What follows belongs to an exercise in optimizing a design on an open flow for small area; a production flow would make more cautious choices.
Where RTL was checked, it was by simulation tests only, not by an equivalence proof against the original.
The clock input has no modelled driver; a real chip could not lean on it and would need a root buffer or a full tree.
Power and IR drop assume default switching activity.

// weather_box
module weather_box (
	input clk,
	input rst_n,
	output [7:0] led,
	output [9:0] lcd_ram_addr,
	output lcd_ram_en,
	input  [7:0] lcd_ram_data,
	output LCD_RS,
	output LCD_RW,
	output LCD_EN,
	output [7:0] LCD_D
	);
export LEC_CHECK = 0
export CAP_MARGIN = 20
export CORE_MARGIN = 2
export CORE_UTILIZATION = 40
export SLEW_MARGIN = 20
export BUFFER_PORTS_ARGS = -buffer_cell sky130_fd_sc_hd__buf_1
export CTS_ARGS = -sink_clustering_enable -repair_clock_nets -dont_use_dummy_load -buf_list {sky130_fd_sc_hd__clkbuf_8}
export PRE_RESIZE_TCL = /design/flow/flow/downsize.tcl
export POST_CTS_TCL = /design/flow/flow/cts_post.tcl
export MCTS_K = 3
export MCTS_BUF = sky130_fd_sc_hd__buf_12
export SKIP_REPAIR_TIE_FANOUT = 1
create_clock -name core_clock -period 10.0 [get_ports {clk}]
standard.sh (not shown) runs the stock make flow with config.mk's settings and CLKGATE_MAP_FILE= SYNTH_SCRIPT=/design/flow/synth_recipe.tcl, a recipe that flattens the netlist after the stock synthesis.
==> flow/flow/run.sh <==
#!/bin/bash
# Layout: the standard flow (standard.sh; its make output goes to
# standard.log and each ORFS step logs under orfs/logs), with these changes
# to how the layout is built:
#  - the port buffers use the smallest buffer (buf_1);
#  - before repair_design, flow/downsize.tcl gives each combinational cell
#    the smallest drive strength of its kind (repair_design fixes any limit
#    this breaks);
#  - after clock tree synthesis, flow/cts_post.tcl replaces the tree with
#    the clock port driving 3 leaf buffers (sky130_fd_sc_hd__buf_12), each feeding one group of
#    nearby registers (groups of equal size, cut at coordinates);
#  - one tie cell drives all the constant outputs.
set -euo pipefail
cat >> config.mk <<CFG
export BUFFER_PORTS_ARGS = -buffer_cell sky130_fd_sc_hd__buf_1
export CTS_ARGS = -sink_clustering_enable -repair_clock_nets -dont_use_dummy_load -buf_list {sky130_fd_sc_hd__clkbuf_8}
export PRE_RESIZE_TCL = $PWD/flow/downsize.tcl
export POST_CTS_TCL = $PWD/flow/cts_post.tcl
export MCTS_K = 3
export MCTS_BUF = sky130_fd_sc_hd__buf_12
export SKIP_REPAIR_TIE_FANOUT = 1
CFG
bash standard.sh > standard.log 2>&1
==> flow/flow/cts_post.tcl <==
# Replace the clock tree that clock_tree_synthesis built with a flat one:
# the clock port drives K leaf buffers, each placed at the centre of a
# group of register clock pins (groups of equal size, cut at coordinates).
set K $::env(MCTS_K)
set bufname $::env(MCTS_BUF)
set block [ord::get_db_block]
set clk [$block findNet clk]
# remove the buffers CTS inserted: move their sinks back onto clk
set changed 1
while {$changed} {
  set changed 0
  foreach it [$clk getITerms] {
    set inst [$it getInst]
    if {[[$inst getMaster] isSequential]} { continue }
    set out ""
    foreach t [$inst getITerms] {
      if {[$t isOutputSignal]} { set out [$t getNet] }
    }
    if {$out eq "" || $out eq "NULL"} { continue }
    foreach s [$out getITerms] {
      if {[$s getInst] ne $inst} { $s disconnect; $s connect $clk }
    }
    foreach t [$inst getITerms] { $t disconnect }
    odb::dbInst_destroy $inst
    odb::dbNet_destroy $out
    set changed 1
    break
  }
}
set pts {}
foreach it [$clk getITerms] {
  set inst [$it getInst]
  lassign [$inst getLocation] x y
  lappend pts [list $it $x $y]
}
set n [llength $pts]
puts "manual clock tree: $n sinks"
# balanced groups: cut the registers at a coordinate (alternately x and
# y) into two parts sized in proportion to the groups each part gets,
# until there are K groups
proc split_groups {pts k axis} {
  if {$k <= 1} { return [list $pts] }
  set k1 [expr {$k / 2}]
  set s [lsort -integer -index $axis $pts]
  set h [expr {([llength $s] * $k1 + $k / 2) / $k}]
  set nax [expr {$axis == 1 ? 2 : 1}]
  return [concat [split_groups [lrange $s 0 [expr {$h - 1}]] $k1 $nax] \
                 [split_groups [lrange $s $h end] [expr {$k - $k1}] $nax]]
}
set groups [split_groups $pts $K 1]
set cs {}
set asg {}
set gi 0
set newpts {}
foreach g $groups {
  set sx 0; set sy 0
  foreach p $g { set sx [expr {$sx + [lindex $p 1]}]; set sy [expr {$sy + [lindex $p 2]}]; lappend newpts $p; lappend asg $gi }
  lappend cs [list [expr {$sx / [llength $g]}] [expr {$sy / [llength $g]}]]
  incr gi
}
set pts $newpts
set master [[ord::get_db] findMaster $bufname]
for {set k 0} {$k < $K} {incr k} {
  set inst [odb::dbInst_create $block $master "clkleaf_$k"]
  set net [odb::dbNet_create $block "clkleaf_net_$k"]
  $net setSigType CLOCK
  [$inst findITerm A] connect $clk
  [$inst findITerm X] connect $net
  lassign [lindex $cs $k] cx cy
  $inst setLocation [expr {int($cx)}] [expr {int($cy)}]
  $inst setPlacementStatus PLACED
  set members 0
  foreach p $pts a $asg {
    if {$a == $k} {
      set it [lindex $p 0]
      $it disconnect
      $it connect $net
      incr members
    }
  }
  puts "clkleaf_$k: $members sinks at $cx $cy"
}
detailed_placement
estimate_parasitics -placement
report_check_types -max_slew -max_capacitance -violators
report_clock_skew
==> flow/flow/downsize.tcl <==
# Before repair_design: give every combinational cell the smallest-area
# drive strength of its kind (timing has ample slack); repair_design then
# fixes any slew or capacitance limit this breaks.
set db [ord::get_db]
set n 0
foreach inst [[ord::get_db_block] getInsts] {
  set m [$inst getMaster]
  set name [$m getName]
  if {[$m isSequential]} { continue }
  if {![regexp {^(sky130_fd_sc_hd__[a-z0-9]+)_([0-9]+)$} $name -> base drv]} { continue }
  if {[string match *clkbuf* $base] || [string match *conb* $base]} { continue }
  set best $m
  set barea [expr {[$m getWidth] * [$m getHeight]}]
  foreach k {0 1 2} {
    if {$k >= $drv} { break }
    set nm [$db findMaster ${base}_$k]
    if {$nm eq "NULL" || $nm eq ""} { continue }
    set a [expr {[$nm getWidth] * [$nm getHeight]}]
    if {$a < $barea} { set best $nm; set barea $a }
  }
  if {$best ne $m} {
    $inst swapMaster $best
    incr n
  }
}
puts "downsized $n cells"
Edit:
--- a/flow/flow/run.sh
+++ b/flow/flow/run.sh
@@ -8,5 +8,5 @@
 #    this breaks);
 #  - after clock tree synthesis, flow/cts_post.tcl replaces the tree with
-#    the clock port driving 3 leaf buffers (sky130_fd_sc_hd__buf_12), each feeding one group of
+#    the clock port driving 3 leaf buffers (sky130_fd_sc_hd__clkbuf_16), each feeding one group of
 #    nearby registers (groups of equal size, cut at coordinates);
 #  - one tie cell drives all the constant outputs.
@@ -18,5 +18,5 @@
 export POST_CTS_TCL = $PWD/flow/cts_post.tcl
 export MCTS_K = 3
-export MCTS_BUF = sky130_fd_sc_hd__buf_12
+export MCTS_BUF = sky130_fd_sc_hd__clkbuf_16
 export SKIP_REPAIR_TIE_FANOUT = 1
 CFG
==> flow/flow/downsize.tcl (replaced) <==
# Before repair_design: give every combinational cell the smallest drive
# strength of its kind (timing has ample slack); repair_design then fixes
# any slew or capacitance limit this breaks.
set db [ord::get_db]
set n 0
foreach inst [[ord::get_db_block] getInsts] {
  set m [$inst getMaster]
  set name [$m getName]
  if {[$m isSequential]} { continue }
  if {![regexp {^(sky130_fd_sc_hd__[a-z0-9]+)_([0-9]+)$} $name -> base drv]} { continue }
  if {$drv <= 1} { continue }
  if {[string match *clkbuf* $base] || [string match *conb* $base]} { continue }
  foreach k {0 1 2} {
    if {$k >= $drv} { break }
    set nm [$db findMaster ${base}_$k]
    if {$nm ne "NULL" && $nm ne ""} {
      $inst swapMaster $nm
      incr n
      break
    }
  }
}
puts "downsized $n cells"
- MCTS_BUF: sky130_fd_sc_hd__buf_12 -> sky130_fd_sc_hd__clkbuf_16
Global-route usage barely changes.
Core utilization climbs by 0.15 points.
Critical path depth stays the same.
Via count fell by about 2.3%.
Synthesized cell count stays the same.
Clock skew is about the same.
Setup slack improved by 0.071 ns.
Cell area increases by 0.35%.
Die area does not change.
Wire length went down by 1.4%.
Synthesized area does not change.
Edit:
==> flow/flow/run.sh (replaced) <==
#!/bin/bash
set -euo pipefail
cat >> config.mk <<CFG
export BUFFER_PORTS_ARGS = -buffer_cell sky130_fd_sc_hd__buf_1
export CTS_ARGS = -sink_clustering_enable -repair_clock_nets -dont_use_dummy_load -buf_list {sky130_fd_sc_hd__clkbuf_8}
export POST_CTS_TCL = $PWD/flow/cts_post.tcl
export PRE_RESIZE_TCL = $PWD/flow/downsize.tcl
export MCTS_K = 3
export MCTS_BUF = sky130_fd_sc_hd__buf_12
export SKIP_REPAIR_TIE_FANOUT = 1
CFG
bash standard.sh > standard.log 2>&1
- MCTS_BUF: sky130_fd_sc_hd__clkbuf_16 -> sky130_fd_sc_hd__buf_12
Die area does not change. Power drops by 1.5%. Wire length fell by 0.54%. Setup slack gains 0.038 ns. Register-to-register slack is about the same. Area after synthesis stays the same. Via count grows by 0.30%. Maximum frequency went up by 0.81%. Synthesized cell count stays the same.
Edit:
--- a/flow/flow/run.sh
+++ b/flow/flow/run.sh
@@ -7,5 +7,5 @@
 export PRE_RESIZE_TCL = $PWD/flow/downsize.tcl
 export MCTS_K = 3
-export MCTS_BUF = sky130_fd_sc_hd__buf_12
+export MCTS_BUF = sky130_fd_sc_hd__clkbuf_16
 export SKIP_REPAIR_TIE_FANOUT = 1
 CFG
- MCTS_BUF: sky130_fd_sc_hd__buf_12 -> sky130_fd_sc_hd__clkbuf_16
The changed run finished clean.
Cell area increases by 0.35%.
Sequential cell count is unchanged.
Die area is unchanged.
Worst setup slack loses 0.038 ns.
Worst hold slack gains 0.0037 ns.
Global-route usage hardly moves.
Combinational power hardly moves.
Power increases by 1.5%.
Register-to-register slack is about the same.
Area after synthesis is unchanged.
In every run of this note, the design's own scripts or RTL, not TritonCTS, make the clock network.

---

Another version of the RTL of weather_box (not shown whole).
Size: about 490 cells after synthesis, about 83 flip-flops, roughly 40 I/O pins.
Settings: LEC_CHECK=0, CAP_MARGIN=20, CORE_MARGIN=2, CORE_UTILIZATION=40, SLEW_MARGIN=20, BUFFER_PORTS_ARGS=-buffer_cell sky130_fd_sc_hd__buf_1, CTS_ARGS=-repair_clock_nets -dont_use_dummy_load -buf_list {sky130_fd_sc_hd__clkbuf_16}; clock period 10.0 ns.
==> flow/flow/run.sh <==
#!/bin/bash
# Layout: the standard flow (standard.sh) with two changes to how the
# layout is built: port buffers use the smallest buffer (buf_1), and clock
# tree synthesis uses its own buffer list and clustering, without dummy loads.
set -euo pipefail
cat >> config.mk <<'CFG'
export BUFFER_PORTS_ARGS = -buffer_cell sky130_fd_sc_hd__buf_1
export CTS_ARGS = -repair_clock_nets -dont_use_dummy_load -buf_list {sky130_fd_sc_hd__clkbuf_16}
CFG
bash standard.sh > standard.log 2>&1
Then changed:
--- a/flow/flow/run.sh
+++ b/flow/flow/run.sh
@@ -8 +8 @@
-export CTS_ARGS = -repair_clock_nets -dont_use_dummy_load -buf_list {sky130_fd_sc_hd__clkbuf_16}
+export CTS_ARGS = -sink_clustering_enable -repair_clock_nets -dont_use_dummy_load -sink_clustering_size 25 -sink_clustering_max_diameter 400 -buf_list {sky130_fd_sc_hd__clkbuf_8}
CTS_ARGS = -sink_clustering_enable -repair_clock_nets -dont_use_dummy_load -sink_clustering_size 25 -sink_clustering_max_diameter 400 -buf_list {sky130_fd_sc_hd__clkbuf_8}   (was -repair_clock_nets -dont_use_dummy_load -buf_list {sky130_fd_sc_hd__clkbuf_16})
Global-route usage stays flat.
Combinational power barely changes.
Critical path depth stays the same.
Utilization went down by 0.97 points.
Setup slack gets worse by 0.039 ns.
Worst hold slack loses 0.0038 ns.
Flip-flop and latch count is unchanged.
Non-clock buffer count stays the same.
Final cell count stays the same.
Design area came out lower by 2.2%.
Then changed:
--- a/flow/flow/run.sh
+++ b/flow/flow/run.sh
@@ -8 +8 @@
-export CTS_ARGS = -sink_clustering_enable -repair_clock_nets -dont_use_dummy_load -sink_clustering_size 25 -sink_clustering_max_diameter 400 -buf_list {sky130_fd_sc_hd__clkbuf_8}
+export CTS_ARGS = -sink_clustering_enable -sink_clustering_size 80 -sink_clustering_max_diameter 1000 -sink_clustering_levels 1 -repair_clock_nets -dont_use_dummy_load -buf_list {sky130_fd_sc_hd__clkbuf_16}
CTS_ARGS = -sink_clustering_enable -sink_clustering_size 80 -sink_clustering_max_diameter 1000 -sink_clustering_levels 1 -repair_clock_nets -dont_use_dummy_load -buf_list {sky130_fd_sc_hd__clkbuf_16}   (was -sink_clustering_enable -repair_clock_nets -dont_use_dummy_load -sink_clustering_size 25 -sink_clustering_max_diameter 400 -buf_list {sky130_fd_sc_hd__clkbuf_8})
What happened: The changed run completed with no timing, DRC or antenna violations; register-to-register slack barely changes; die area does not change; clock power goes up by about 50%.
Then changed:
--- a/flow/flow/run.sh
+++ b/flow/flow/run.sh
@@ -8 +8 @@
-export CTS_ARGS = -sink_clustering_enable -sink_clustering_size 80 -sink_clustering_max_diameter 1000 -sink_clustering_levels 1 -repair_clock_nets -dont_use_dummy_load -buf_list {sky130_fd_sc_hd__clkbuf_16}
+export CTS_ARGS = -sink_clustering_enable -repair_clock_nets -dont_use_dummy_load -sink_clustering_size 40 -sink_clustering_max_diameter 400 -buf_list {sky130_fd_sc_hd__clkbuf_16}
CTS_ARGS = -sink_clustering_enable -repair_clock_nets -dont_use_dummy_load -sink_clustering_size 40 -sink_clustering_max_diameter 400 -buf_list {sky130_fd_sc_hd__clkbuf_16}   (was -sink_clustering_enable -sink_clustering_size 80 -sink_clustering_max_diameter 1000 -sink_clustering_levels 1 -repair_clock_nets -dont_use_dummy_load -buf_list {sky130_fd_sc_hd__clkbuf_16})
The new run completed without violations; final cell count stays the same; final area is unchanged; fmax is unchanged; synthesized cell count is unchanged; global-route usage does not change.
Function was not checked in any run of this note: the RTL went through the layout flow alone.

---

## red
The RTL this note starts from:
==> flow/design.v <==
module weather_box (
	input clk,
	input rst_n,
	output [7:0] led,
	output [9:0] lcd_ram_addr,
	output lcd_ram_en,
	input  [7:0] lcd_ram_data,
	output LCD_RS,
	output LCD_RW,
	output LCD_EN,
	output [7:0] LCD_D
	);
reg r_rst;
reg rst;
reg [15:0] r_t;
wire w_t_low0 = (r_t[14:0] == 15'd0);
wire w_t_zero = w_t_low0 & ~r_t[15];
wire w_t_fb = r_t[15] ^ r_t[13] ^ r_t[12] ^ r_t[10] ^ w_t_low0;
reg r_mode;           
reg [4:0] r_s;        
reg [1:0] r_p;        
reg [7:0] r_data;     
reg r_en;             
localparam P_E = 2'd0;  
localparam P_B = 2'd1;  
localparam P_C = 2'd2;  
localparam P_A = 2'd3;  
wire w_last = (r_s == 5'd31);
wire w_n_long = !r_mode && (r_s == 5'd10 || r_s == 5'd31);          
wire w_n_250  = (!r_mode && r_s == 5'd11) || (r_mode && r_p == P_E);
wire w_n_2000 = r_mode && r_p == P_A && w_last;
wire w_chg = !r_mode ? (r_s == 5'd10 || r_s == 5'd11 || r_s == 5'd30 || r_s == 5'd31)
                     : (r_p == P_E || ((r_p == P_A || r_p == P_C) && w_last));
wire w_end  = w_n_long ? (~r_t[0] & r_t[1] & r_t[2] & r_t[3] & ~r_t[4] & ~r_t[5] & ~r_t[6] & ~r_t[7] & r_t[8] & ~r_t[9] & ~r_t[10] & ~r_t[11] & r_t[12] & r_t[13] & ~r_t[14]) : w_n_250 ? (~r_t[0] & ~r_t[5] & ~r_t[7] & ~r_t[8] & ~r_t[9] & r_t[14]) : w_n_2000 ? (r_t[0] & ~r_t[3] & ~r_t[4] & ~r_t[5] & ~r_t[8] & r_t[9] & r_t[10] & ~r_t[14] & r_t[15]) : r_t[10];
wire w_pre  = w_n_long ? (r_t[0] & r_t[1] & r_t[2] & ~r_t[3] & ~r_t[4] & ~r_t[5] & ~r_t[6] & r_t[7] & ~r_t[8] & ~r_t[9] & ~r_t[10] & r_t[11] & r_t[12] & ~r_t[13] & r_t[14] & r_t[15]) : w_n_250 ? (r_t[0] & r_t[1] & ~r_t[2] & ~r_t[4] & ~r_t[7] & ~r_t[8] & r_t[13]) : w_n_2000 ? (~r_t[0] & ~r_t[2] & ~r_t[3] & ~r_t[4] & r_t[8] & ~r_t[11] & ~r_t[13] & r_t[14] & ~r_t[15]) : r_t[9];
wire w_fall = w_n_long ? (r_t[0] & ~r_t[1] & ~r_t[2] & r_t[3] & r_t[4] & ~r_t[5] & r_t[6] & ~r_t[7] & ~r_t[8] & ~r_t[9] & ~r_t[10] & ~r_t[11] & r_t[12] & ~r_t[13] & r_t[14] & ~r_t[15]) : w_n_250 ? (~r_t[2] & r_t[3] & ~r_t[5] & r_t[6] & ~r_t[13] & r_t[15]) : w_n_2000 ? (~r_t[1] & ~r_t[4] & r_t[5] & ~r_t[11] & r_t[12] & ~r_t[13] & r_t[14] & ~r_t[15]) : r_t[4];
wire w_step = w_end & ~rst;
always @(posedge clk) begin
	r_rst <= rst_n;
	if (!r_rst) begin
		rst <= 1'b1;
		r_t <= 16'h0001;
	end else if (rst && w_t_zero) begin
		rst <= 1'b0;
		r_t <= 16'h0002;
	end else if (w_step) begin
		r_t <= w_chg ? 16'h0001 : 16'h0002;
	end else begin
		r_t <= {r_t[14:0], w_t_fb};
	end
end
always @(posedge clk) begin
	if (rst)
		r_en <= 1'b1;
	else if (w_pre)
		r_en <= 1'b1;
	else if (w_fall)
		r_en <= 1'b0;
end
always @(posedge clk) begin
	if (rst) begin
		r_mode <= 1'b0;
		r_s <= 5'd10;
		r_p <= P_E;
	end else if (w_step) begin
		if (!r_mode) begin
			if (r_s == 5'd31)
				r_mode <= 1'b1;
			r_s <= r_s + 5'd1;
			r_p <= P_E;
		end else begin
			case (r_p)
				P_E: r_p <= P_B;
				P_A: begin r_p <= P_B; r_s <= r_s + 5'd1; end
				P_B: r_p <= P_C;
				default: r_p <= P_A;
			endcase
		end
	end
end
wire [7:0] w_rom =
	({8{r_s == 5'd11}} & 8'h01) |
	({8{r_s == 5'd12}} & 8'h38) |
	({8{r_s == 5'd13}} & 8'h0e) |
	({8{r_s == 5'd14}} & 8'h06) |
	({8{r_s == 5'd15}} & 8'h48) |
	({8{r_s == 5'd16}} & 8'h65) |
	({8{r_s == 5'd17}} & 8'h6c) |
	({8{r_s == 5'd18}} & 8'h6c) |
	({8{r_s == 5'd19}} & 8'h6f) |
	({8{r_s == 5'd20}} & 8'h20) |
	({8{r_s == 5'd21}} & 8'h77) |
	({8{r_s == 5'd22}} & 8'h6f) |
	({8{r_s == 5'd23}} & 8'h72) |
	({8{r_s == 5'd24}} & 8'h6c) |
	({8{r_s == 5'd25}} & 8'h64) |
	({8{r_s == 5'd26}} & 8'h2c) |
	({8{r_s == 5'd27}} & 8'h20) |
	({8{r_s == 5'd28}} & 8'h75) |
	({8{r_s == 5'd29}} & 8'h77) |
	({8{r_s == 5'd30}} & 8'h75);
reg [7:0] w_d;
always @(*) begin
	if (!r_mode)
		w_d = w_rom;
	else begin
		case (r_p)
			P_E: w_d = 8'h01;
			P_B: w_d = 8'h00;
			P_C: w_d = r_data;
			default: w_d = w_last ? 8'h02 : (r_s == 5'd15) ? 8'hc0 : 8'h00;
		endcase
	end
end
always @(posedge clk)
	if (w_step && r_mode && r_p == P_B)
		r_data <= lcd_ram_data;
assign LCD_D = w_d;
assign LCD_RS = r_mode ? (r_p == P_C) : (r_s >= 5'd15 && r_s <= 5'd30);
assign LCD_RW = 1'b0;
assign LCD_EN = r_en;
assign lcd_ram_en = r_mode;
assign lcd_ram_addr = {5'b00000, r_s};
reg [11:0] r_c;       
reg [7:0] r_x;        
reg [2:0] r_y;        
reg r_half;           
reg [7:0] r_v;        
reg [7:0] r_w;        
reg r_first;          
wire w_c_low0 = (r_c[10:0] == 11'd0);
wire w_tick = w_c_low0 & ~r_c[11];
wire w_c_one = w_c_low0 & r_c[11];
wire w_c_fb = r_c[11] ^ r_c[5] ^ r_c[3] ^ r_c[0] ^ w_c_low0;
wire [5:0] w_duty = r_x[7:2];
wire w_x_zero = (r_x == 8'd0);
wire w_restart = w_tick && (r_x[1:0] == 2'd0) && !w_x_zero;
always @(posedge clk) begin
	if (rst) begin
		r_x <= 8'd129;
		r_y <= 3'd0;
		r_half <= 1'b0;
		r_first <= 1'b1;
	end else begin
		if (w_tick) begin
			r_x <= w_x_zero ? 8'd131 : r_x - 8'd1;
			r_y <= (r_y == 3'd4) ? 3'd0 : r_y + 3'd1;
		end
		if (w_c_one && r_y == 3'd4)
			r_half <= ~r_half;
		if (w_restart)
			r_first <= 1'b0;
	end
	r_c <= (rst || w_tick) ? 12'hed1 : {r_c[10:0], w_c_fb};
	r_v <= (rst || w_restart || r_v == 8'd0) ? 8'd254 : r_v - 8'd1;
	r_w <= (rst || r_w == 8'd0) ? 8'd254 : r_w - 8'd1;
end
wire w_low = (r_v[7:5] == 3'd0);
wire w_v_zero = (r_v == 8'd0);
wire w_hit55 = (r_v == 8'd55);
wire w_hit0 = r_first ? (r_v == 8'd253) : w_hit55;
wire [4:0] w_d5 = w_duty[4:0];
wire [4:0] w_vd = r_v[4:0] - w_d5;
reg [5:0] r_on;
genvar i;
generate
	for (i = 0; i < 6; i = i + 1) begin : g_led
		wire set = w_low && (w_vd == ((32 - 5 * i) % 32));
		always @(posedge clk)
			if (rst || w_v_zero)
				r_on[i] <= 1'b0;
			else if (set)
				r_on[i] <= 1'b1;
		wire special = (i == 0) ? (w_d5 == 5'd0) : (w_duty == 5 * i);
		assign led[i] = r_on[i] || (special && ((i == 0) ? w_hit0 : w_hit55));
	end
endgenerate
assign led[6] = 1'b0;
assign led[7] = r_half && (r_w[7:4] == 4'd0);
endmodule
Settings: LEC_CHECK=0, CAP_MARGIN=20, CORE_MARGIN=2, CORE_UTILIZATION=40, SLEW_MARGIN=20, BUFFER_PORTS_ARGS=-buffer_cell sky130_fd_sc_hd__buf_1, CTS_ARGS=-sink_clustering_enable -repair_clock_nets -dont_use_dummy_load -buf_list {sky130_fd_sc_hd__clkbuf_8 sky130_fd_sc_hd__clkbuf_16}; clock period 10.0 ns.
==> flow/flow/run.sh <==
#!/bin/bash
# Layout: the standard flow (standard.sh), with two changes to how the
# layout is built: port buffers use the smallest buffer, and clock tree
# synthesis uses clkbuf_8/16 without dummy loads.
set -euo pipefail
cat >> config.mk <<'CFG'
export BUFFER_PORTS_ARGS = -buffer_cell sky130_fd_sc_hd__buf_1
export CTS_ARGS = -sink_clustering_enable -repair_clock_nets -dont_use_dummy_load -buf_list {sky130_fd_sc_hd__clkbuf_8 sky130_fd_sc_hd__clkbuf_16}
CFG
bash standard.sh > standard.log 2>&1
red reached the final stage; the timing, DRC and antenna checks on its layout passed.
## Diff of input files: blue against red
- BUFFER_PORTS_ARGS no longer set, was -buffer_cell sky130_fd_sc_hd__buf_1
- CTS_ARGS no longer set, was -sink_clustering_enable -repair_clock_nets -dont_use_dummy_load -buf_list {sky130_fd_sc_hd__clkbuf_8 sky130_fd_sc_hd__clkbuf_16}
- CTS_BUF_LIST now sky130_fd_sc_hd__clkbuf_8, previously not set
==> flow/run.sh (new file) <==
#!/bin/bash
# synth_recipe.tcl (not shown) runs the flow's synth.tcl, then flattens the netlist and writes it again
# the make line also repeats each setting of config.mk as NAME=value (left out here)
make -C /OpenROAD-flow-scripts/flow DESIGN_CONFIG=/design/flow/config.mk WORK_HOME=/design/flow/orfs CLKGATE_MAP_FILE= SYNTH_SCRIPT=/design/flow/synth_recipe.tcl finish
removed: flow/flow/run.sh
removed: flow/standard.sh
==> comparison <==
blue: routed wire length 1.2% below red
[blue vs red] worst hold-check slack: higher in blue
On initial antenna violation count, red and blue are neck and neck.
Cmp red and blue / final critical-path share of the clock period / lower: red
blue — total routing usage reported by global routing 0.28 points lower, red as reference
blue vs. red: maximum cell stage delay along the critical path closely matched the old numbers; worst slew slack as a fraction of its limit decreased by 0.67 points relative to the old numbers.

-- separate check: timing with driven ports --
The flow's constraints put no driver on any port. The routed layouts listed below were extracted and timed again, unchanged, in two steps. Step 1: set_driving_cell puts a clkbuf_16 on clk and a buf_2 on each other input, an assumption about the parent block. Step 2, shift: input delay + t, output delay - t, t = (earliest + latest rising clock arrival at the registers) / 2. This alone moves slack from input paths to output paths. Three values: ideal, step 1, step 2; two values: the first two.
run	shift t [ns]	setup WS [ns]	worst hold slack (ns)
the first run of note 1	0.200	5.171 / 5.102 / 5.301	0.445 / 0.445 / 0.445
the second run of note 1	0.218	5.242 / 5.181 / 5.399	0.448 / 0.448 / 0.448
the third run of note 1	0.198	5.280 / 5.213 / 5.411	0.444 / 0.444 / 0.444
the fourth run of note 1	0.218	5.242 / 5.181 / 5.399	0.448 / 0.448 / 0.448
the first run of note 2	0.363	5.525 / 5.487 / 5.850	0.436 / 0.436 / 0.436
the second run of note 2	0.373	5.486 / 5.452 / 5.825	0.433 / 0.433 / 0.433
the third run of note 2	0.363	5.525 / 5.487 / 5.850	0.436 / 0.436 / 0.436
the fourth run of note 2	0.363	5.525 / 5.487 / 5.850	0.436 / 0.436 / 0.436
red	0.382	5.388 / 5.351 / 5.733	0.439 / 0.439 / 0.439
blue	0.377	5.001 / 4.967 / 5.344	0.443 / 0.443 / 0.443
After both steps setup and hold are still met in every run listed.
